This is an optimization exercise on Yosys and OpenROAD, whose aim is small area, a short achievable clock period and few clock cycles per item, not a production implementation.
At most, simulation tests tie the RTL to the original design; equivalence was not proved.

Setup of 04-17:
// fp_carpma
module fp_carpma(
    input clk_i, rst_i, en_i,
    input [31:0] x1_i, x2_i,
    output [31:0] sonuc_o,
    output done_o
    );
==> flow/config.mk <==
export PLATFORM = sky130hd
export DESIGN_NAME = fp_carpma
export DESIGN_NICKNAME = fp_carpma
export VERILOG_FILES = /design/flow/design.v
export SDC_FILE = /design/flow/constraint.sdc
export NUM_CORES = 4
export LEC_CHECK = 0
export ABC_AREA = 1
export CAP_MARGIN = 20
export CORE_MARGIN = 2
export CORE_UTILIZATION = 40
export SETUP_SLACK_MARGIN = 3.5
export SLEW_MARGIN = 20
==> flow/constraint.sdc <==
create_clock -name core_clock -period 10.0 [get_ports {clk_i}]
set_input_delay 2.0000 -clock core_clock [delete_from_list [all_inputs] [get_ports {clk_i}]]
set_output_delay 2.0000 -clock core_clock [all_outputs]
set_load 0.01 [all_outputs]
run.sh (not shown) runs the stock make flow with config.mk's settings and CLKGATE_MAP_FILE= SYNTH_SCRIPT=/design/flow/synth_recipe.tcl, a recipe that flattens the netlist after the stock synthesis.
What 12-03 does differently from 04-17 at the input level:
Settings: SETUP_SLACK_MARGIN: 3.5 -> 0.
==> results.txt <==
Data arrival time of the worst path on 12-03 is up relative to 04-17. Compared with 04-17, 12-03 shows share of the clock period used by the worst path after layout higher by 15 points. Compare 12-03 and 04-17 | number of antenna violations at the first check in global routing lower: 12-03. Wire length sits lower in 12-03 than in 04-17. 12-03 against 04-17: transition time at the pin with the least slew margin now sits higher, global-route usage now sits lower. 04-17 → 12-03: routed wire length per instance now smaller, top fanout value on the critical path now sits higher.
Function was not checked in any run of this note: the RTL went through the layout flow alone.

Another version of the RTL of fp_carpma (not shown whole).
For scale: roughly 1,400 cells after synthesis, about 71 flip-flops, roughly 11,000 sq um of cells after synthesis.
==> flow/config.mk <==
export PLATFORM = sky130hd
export DESIGN_NAME = fp_carpma
export DESIGN_NICKNAME = fp_carpma
export VERILOG_FILES = /design/flow/design.v
export SDC_FILE = /design/flow/constraint.sdc
export NUM_CORES = 4
export LEC_CHECK = 0
export ABC_AREA = 1
export CAP_MARGIN = 20
export CORE_MARGIN = 2
export CORE_UTILIZATION = 40
export SETUP_SLACK_MARGIN = 4.5
export SLEW_MARGIN = 20
==> flow/constraint.sdc <==
create_clock -name core_clock -period 10.0 [get_ports {clk_i}]
set_input_delay 2.0000 -clock core_clock [delete_from_list [all_inputs] [get_ports {clk_i}]]
set_output_delay 2.0000 -clock core_clock [all_outputs]
set_load 0.01 [all_outputs]
standard.sh (not shown) runs the stock make flow with config.mk's settings and CLKGATE_MAP_FILE= SYNTH_SCRIPT=/design/flow/synth_recipe.tcl, a recipe that flattens the netlist after the stock synthesis.
==> flow/flow/run.sh <==
#!/bin/bash
set -uo pipefail
export BUFFER_PORTS_ARGS="-buffer_cell sky130_fd_sc_hd__buf_4"
export SYNTH_ARGS="-noabc"
bash standard.sh > flow.log 2>&1
The first run completed without violations.
Testbench counts at the start, summed over its fixed seeds: cycles 7,192, items 2,400.
Then changed:
==> flow/flow/run.sh (replaced) <==
#!/bin/bash
# The standard layout (the standard.sh, unchanged synthesis and steps), except
# that the port buffers use sky130_fd_sc_hd__buf_4 instead of the cell that
# buffer_ports picks by default (a slow delay buffer).
set -uo pipefail
export BUFFER_PORTS_ARGS="-buffer_cell sky130_fd_sc_hd__buf_4"
bash standard.sh > flow.log 2>&1
Settings changed: SETUP_SLACK_MARGIN 4.5 to 4.
The new run went through all stages and came out clean.
Cell count went up by 14%.
First-iteration DRC count increases by 9.3%.
Final area went up by 4.6%.
Then changed:
Settings changed: SETUP_SLACK_MARGIN 4 to 5.
Outcome:
- The new run ran to the end with no violations
- die area stays the same
- routed wire length goes up by 18%
- setup slack is better by 670 ps
- register-to-register slack is better by 470 ps
- sequential cell count does not change
- design area rises by 14%
- area after synthesis stays the same
- clock skew barely changes
- non-clock buffer count rose by 60
Then changed:
==> flow/flow/run.sh (replaced) <==
#!/bin/bash
set -uo pipefail
export BUFFER_PORTS_ARGS="-buffer_cell sky130_fd_sc_hd__buf_2"
export SYNTH_ARGS="-noabc"
bash standard.sh > flow.log 2>&1
Settings changed: SETUP_SLACK_MARGIN 5 to 4.5.
What happened:
- area after synthesis decreases by a little under a tenth
- register-to-register slack gains 50 ps
- cell area decreases by about a fifth
- first-iteration DRC count decreases by a quarter to a third
- die area decreases by a little under a tenth
- core utilization decreases by 5.6 points
- via count decreases by about a fifth

Another version of the RTL of fp_carpma (not shown whole).
For scale: roughly 1400 cells after synthesis, roughly 71 flip-flops, about 100 I/O pins, roughly 11000 sq um of cells after synthesis.
Settings: LEC_CHECK=0, ABC_AREA=1, CAP_MARGIN=20, CORE_MARGIN=2, CORE_UTILIZATION=40, SETUP_SLACK_MARGIN=5, SLEW_MARGIN=20; clock period 10.0 ns.
==> flow/flow/run.sh <==
#!/bin/bash
set -uo pipefail
export BUFFER_PORTS_ARGS="-buffer_cell sky130_fd_sc_hd__buf_1"
export SYNTH_ARGS="-noabc"
bash standard.sh > flow.log 2>&1
The starting point finished clean.
Testbench counts at the start, summed over its fixed seeds: cycles 7,192, items 2,400.
Edit:
SETUP_SLACK_MARGIN = 4.75   (was 5)
After rerunning:
- The new run went through all stages and came out clean
- clock-buffer cell count stays the same
- worst setup slack is worse by 180 ps
- routed wire length decreases by about 3%

job 600:
RTL: one of the versions met above, not the one the previous note started from.
For scale: ~1400 cells after synthesis, about 71 flip-flops, about 100 I/O pins, about 11000 um^2 of cells after synthesis.
==> flow/config.mk <==
export PLATFORM = sky130hd
export DESIGN_NAME = fp_carpma
export DESIGN_NICKNAME = fp_carpma
export VERILOG_FILES = /design/flow/design.v
export SDC_FILE = /design/flow/constraint.sdc
export NUM_CORES = 4
export LEC_CHECK = 0
export ABC_AREA = 1
export CAP_MARGIN = 20
export CORE_MARGIN = 2
export CORE_UTILIZATION = 40
export SETUP_SLACK_MARGIN = 4.5
export SLEW_MARGIN = 20
==> flow/constraint.sdc <==
create_clock -name core_clock -period 10.0 [get_ports {clk_i}]
set_input_delay 2.0000 -clock core_clock [delete_from_list [all_inputs] [get_ports {clk_i}]]
set_output_delay 2.0000 -clock core_clock [all_outputs]
set_load 0.01 [all_outputs]
Scripts as last shown in full above: flow/flow/run.sh
Testbench counts of job 600, summed over its fixed seeds: cycles 7,192, items 2,400.
Setup changes, job 600 to job 3864
--- a/flow/config.mk
+++ b/flow/config.mk
@@ -11,3 +11,3 @@
 export CORE_UTILIZATION = 40
-export SETUP_SLACK_MARGIN = 4.5
+export SETUP_SLACK_MARGIN = 4.75
 export SLEW_MARGIN = 20
[summary]
Job 3864 against job 600: global routing met3 resource utilization moved up, finished layout cell area rose about 3.7%, first-iteration DRC count increased 37. Utilization job 600 -> job 3864: up. Count of clock-buffer cells in the layout: lower on job 600.
### job 3864 -> job 802
==> flow/flow/run.sh <==
#!/bin/bash
# The standard layout (the standard.sh, unchanged synthesis and steps), except
# that the port buffers use sky130_fd_sc_hd__buf_4 instead of the cell that
# buffer_ports picks by default (a slow delay buffer), and Yosys maps the
# logic without its early ABC pass (SYNTH_ARGS=-noabc), so that the full adders
# are found in the equations as written.
set -uo pipefail
export BUFFER_PORTS_ARGS="-buffer_cell sky130_fd_sc_hd__buf_4"
export SYNTH_ARGS="-noabc"
bash standard.sh > flow.log 2>&1
--- a/flow/config.mk
+++ b/flow/config.mk
@@ -11,3 +11,3 @@
 export CORE_UTILIZATION = 40
-export SETUP_SLACK_MARGIN = 4.75
+export SETUP_SLACK_MARGIN = 4.5
 export SLEW_MARGIN = 20
Findings:
- The data arrival at the endpoint of the critical path reported for job 802 is greater than that of job 3864 by 160 ps.
- Met2 routing resource usage after global routing: job 802 vs job 3864 down 1.7 points
- Compared with job 3864, in job 802 slack of the critical path fell by 160 ps; share of post-route cells with drive strength above 1 rose by 2.8 points; non-filler instance count after layout fell by about 0.7%.
- Diff job 3864 -> job 802 | post-detailed-routing wire length | decrease of 0.94%
#### Input delta (job 7718 over job 802)
==> flow/flow/run.sh <==
#!/bin/bash
set -uo pipefail
export BUFFER_PORTS_ARGS="-buffer_cell sky130_fd_sc_hd__buf_1"
export SYNTH_ARGS="-noabc"
bash standard.sh > flow.log 2>&1
--- a/flow/config.mk
+++ b/flow/config.mk
@@ -11,3 +11,3 @@
 export CORE_UTILIZATION = 40
-export SETUP_SLACK_MARGIN = 4.5
+export SETUP_SLACK_MARGIN = 4.25
 export SLEW_MARGIN = 20
--- outcome ---
Changes observed in job 7718 relative to job 802: clock latency reported for the late side of the worst-skew pair stayed essentially flat, design area fell by 720 um^2, combined area of the multi-input logic cells fell by 1.3%, routed length on met3 fell by 18%, critical-path maximum fanout rose by 4.
Summary of job 7718 over job 802: average via count per standard cell was more or less identical; wire length of the first global-routing pass went down.
On clock-buffer cell count, the higher figure sits with job 802, not job 7718.

fp_carpma again, from the RTL that the note above started with.
export LEC_CHECK = 0
export ABC_AREA = 1
export CAP_MARGIN = 20
export CORE_MARGIN = 2
export CORE_UTILIZATION = 40
export SETUP_SLACK_MARGIN = 4.5
export SLEW_MARGIN = 20
create_clock -name core_clock -period 10.0 [get_ports {clk_i}]
==> flow/flow/run.sh <==
#!/bin/bash
# The standard layout (the standard.sh, unchanged synthesis and steps), except
# that the port buffers use sky130_fd_sc_hd__buf_4 instead of the cell that
# buffer_ports picks by default (a slow delay buffer).
set -uo pipefail
export BUFFER_PORTS_ARGS="-buffer_cell sky130_fd_sc_hd__buf_4"
bash standard.sh > flow.log 2>&1
Testbench counts at the start, summed over its fixed seeds: cycles 7,192, items 2,400.
Then changed:
==> flow/run.sh (new file) <==
#!/bin/bash
# synth_recipe.tcl (not shown) runs the flow's synth.tcl, then flattens the netlist and writes it again
# the make line also repeats each setting of config.mk as NAME=value (left out here)
make -C /OpenROAD-flow-scripts/flow DESIGN_CONFIG=/design/flow/config.mk WORK_HOME=/design/flow/orfs CLKGATE_MAP_FILE= SYNTH_SCRIPT=/design/flow/synth_recipe.tcl finish
SETUP_SLACK_MARGIN = 4   (was 4.5)
removed: flow/flow/run.sh
removed: flow/standard.sh
Effect: The new run finished clean. Routed wire length is about the same. Global-route usage goes up by 0.58 points. Die area is unchanged.

## raven
Another version of the RTL of fp_carpma (not shown whole).
Size: roughly 1400 cells after synthesis, roughly 100 I/O pins.
==> flow/design.v (excerpt) <==
module fp_carpma(
    input clk_i, rst_i, en_i,
    input [31:0] x1_i, x2_i,
    output [31:0] sonuc_o,
    output done_o
    );
==> flow/config.mk <==
export PLATFORM = sky130hd
export DESIGN_NAME = fp_carpma
export DESIGN_NICKNAME = fp_carpma
export VERILOG_FILES = /design/flow/design.v
export SDC_FILE = /design/flow/constraint.sdc
export NUM_CORES = 4
export LEC_CHECK = 0
export ABC_AREA = 1
export CAP_MARGIN = 20
export CORE_MARGIN = 2
export CORE_UTILIZATION = 40
export PLACE_DENSITY = 0.8
export SETUP_SLACK_MARGIN = 4.75
export SLEW_MARGIN = 20
==> flow/constraint.sdc <==
create_clock -name core_clock -period 10.0 [get_ports {clk_i}]
set_input_delay 2.0000 -clock core_clock [delete_from_list [all_inputs] [get_ports {clk_i}]]
set_output_delay 2.0000 -clock core_clock [all_outputs]
set_load 0.01 [all_outputs]
==> flow/flow/run.sh <==
#!/bin/bash
set -uo pipefail
export BUFFER_PORTS_ARGS="-buffer_cell sky130_fd_sc_hd__buf_1"
export SYNTH_ARGS="-noabc"
bash standard.sh > flow.log 2>&1
raven: all stages complete, timing, DRC and antenna checks passed
Testbench counts of raven, summed over its fixed seeds: cycles 7,192, items 2,400.
The inputs of violet differ from those of raven as listed below.
Settings: removing ABC_AREA (formerly 1); removing PLACE_DENSITY (formerly 0.8).
==> comparison <==
- Compare violet and raven | clock-buffer cell count higher: raven
- Looking at met1 track demand over resource, violet sits 5.0 points above raven.
- Via count of the first global-routing pass shrinks by more than 10% when moving from raven to violet.
- The highest signal layer in the routed design comes out met5 in one run and met4 in the other, namely in violet and raven respectively.
- Sequential share of layout area came out higher on violet than on raven.
For nickel, these inputs were changed with respect to violet:
Settings: SETUP_SLACK_MARGIN now 4.85, was 4.75; ABC_AREA now 1, previously not set.
Findings:
violet has a lower worst setup slack than nickel. The worst slack on hold paths of nickel was superior to that of violet. met1 demand-to-capacity share in global routing down 0.21 points in nickel wrt violet. nickel vs violet, filler cell count went up by 9.7%. Taking violet as the reference, in nickel register-to-register slack has decreased, largest fanout of any net on the critical path has increased, multi-input gate count has increased. nickel vs violet: post-placement cell area up by a few percent. Compared with violet, nickel shows global-route wire length before repair that has gone up by a few percent.
Relative to nickel, the following input files were edited for indigo:
Settings: SETUP_SLACK_MARGIN now 5, was 4.85.
First-pass GRT wire length: indigo worse than nickel
indigo vs nickel, layout overhead on the synthesized area went up by 4.4 points.
Between nickel and indigo, the difference in synthesized-area fraction occupied by adder cells is negligible.
Wire length was higher in the run labelled indigo.
Per the comparison of indigo with nickel, non-clock buffer count rose 12, final-layout worst hold slack climbed 0.0082 ns, aggregate global-route resource usage shows an increase of 0.23 points.
Result: PASS for each of nickel and indigo
### indigo -> quartz
Settings: swapping 5 for 4.75 in SETUP_SLACK_MARGIN.
## What came out
- Met2 routing resource usage after global routing: indigo and quartz compared, higher one is indigo
- quartz leaves less setup margin than indigo.
- Diff indigo -> quartz: non-clock buffer count went down by 13; wire length of the first global-routing pass shrank by about 1.8%; tap cell instance count closely matched the old numbers.
- quartz ran to completion and came out clean on the timing, design-rule and antenna checks.
- quartz vs indigo, filler-free cell count of the finished design went down by 13.

Setup of before:
Starting RTL as in the previous note.
export LEC_CHECK = 0
export ABC_AREA = 1
export CAP_MARGIN = 20
export CORE_MARGIN = 2
export CORE_UTILIZATION = 40
export CTS_CLUSTER_DIAMETER = 80
export CTS_CLUSTER_SIZE = 40
export SETUP_SLACK_MARGIN = 4.75
export SLEW_MARGIN = 20
create_clock -name core_clock -period 10.0 [get_ports {clk_i}]
Scripts as last shown in full above: flow/flow/run.sh
before reached the end of the flow, and the finished layout is clean on the timing, design-rule and antenna checks.
Testbench counts of before, summed over its fixed seeds: cycles 7,192, items 2,400.
### before -> after
Settings: CTS_CLUSTER_SIZE removed (was 40); ABC_AREA removed (was 1); SETUP_SLACK_MARGIN changed from 4.75 to 5; CTS_CLUSTER_DIAMETER removed (was 80).
### Flow results
Looking at uppermost layer routed, the met5 result is from after; the met4 one comes from before. From before to after the numbers moved as follows: required time of the worst setup path moved down; wire length rose 200 µm; fraction of the mapped netlist area in adder cells went up by 1.7 points; mean instance size in the synthesized netlist has increased. before leaves more setup margin than after. For before, the most frequent standard cell in the layout excluding fill and tap cells was sky130_fd_sc_hd__nand2_1, unlike after, where it was sky130_fd_sc_hd__xnor2_1. For the detailed-route wire length on metal 1, after came in 350 µm lower than before did. Final period utilization | after above before. Number of fillers in the final layout is higher on before. before has lower area fraction in compound gates after synthesis than after.

==> re-timing with driven ports <==
Ports are ideal in the flow. The routed layouts listed here were re-timed in OpenROAD.
Step 1 sets driving cells, clkbuf_16 on the clock port and buf_2 on the other inputs (assumed; they add their load-dependent delay and slew).
Step 2 times the ports against the registers' clock, not the clock port: input delays grow and output delays shrink by t, the midpoint of the rising clock arrivals with the driver on.
Three values: ideal ports, drivers, drivers and shift; two values: the first two.
| run | t, ns | setup slack, ns | hold WS [ns] |
|---|---|---|---|
| 04-17 | 0.397 | 3.610 / 3.620 / 3.223 | 2.163 / 2.138 / 2.535 |
| 12-03 | 0.395 | 2.150 / 2.171 / 1.776 | 2.163 / 2.140 / 2.535 |
| the first run of note 2 | 0.393 | 4.586 / 4.604 / 4.211 | 0.479 / 0.479 / 0.479 |
| the second run of note 2 | 0.376 | 4.108 / 4.121 / 3.746 | 0.459 / 0.459 / 0.459 |
| the third run of note 2 | 0.388 | 4.779 / 4.784 / 4.396 | 0.461 / 0.461 / 0.461 |
| the fourth run of note 2 | 0.389 | 4.603 / 4.605 / 4.216 | 0.477 / 0.477 / 0.477 |
| the first run of note 3 | 0.397 | 5.024 / 5.029 / 4.654 | 0.731 / 0.731 / 0.731 |
| the second run of note 3 | 0.389 | 4.840 / 4.858 / 4.469 | 0.741 / 0.741 / 0.741 |
| job 600 | 0.388 | 4.621 / 4.645 / 4.257 | 0.473 / 0.473 / 0.473 |
| job 3864 | 0.386 | 4.742 / 4.745 / 4.359 | 0.475 / 0.475 / 0.475 |
| job 802 | 0.393 | 4.586 / 4.604 / 4.211 | 0.479 / 0.479 / 0.479 |
| job 7718 | 0.384 | 4.429 / 4.448 / 4.064 | 0.474 / 0.474 / 0.474 |
| the first run of note 5 | 0.379 | 4.560 / 4.573 / 4.194 | 0.461 / 0.461 / 0.461 |
| the second run of note 5 | 0.382 | 4.136 / 4.151 / 3.769 | 0.461 / 0.461 / 0.461 |
| raven | 0.379 | 4.678 / 4.697 / 4.318 | 0.744 / 0.744 / 0.744 |
| violet | 0.394 | 4.711 / 4.663 / 4.557 | 0.682 / 0.682 / 0.682 |
| nickel | 0.385 | 4.924 / 4.949 / 4.564 | 0.797 / 0.797 / 0.797 |
| indigo | 0.384 | 4.968 / 4.990 / 4.606 | 0.805 / 0.805 / 0.805 |
| quartz | 0.380 | 4.874 / 4.888 / 4.508 | 0.796 / 0.796 / 0.796 |
| before | 0.380 | 4.874 / 4.888 / 4.508 | 0.796 / 0.796 / 0.796 |
| after | 0.398 | 4.767 / 4.721 / 4.692 | 0.666 / 0.666 / 0.666 |
After both steps every run listed still meets setup and hold.
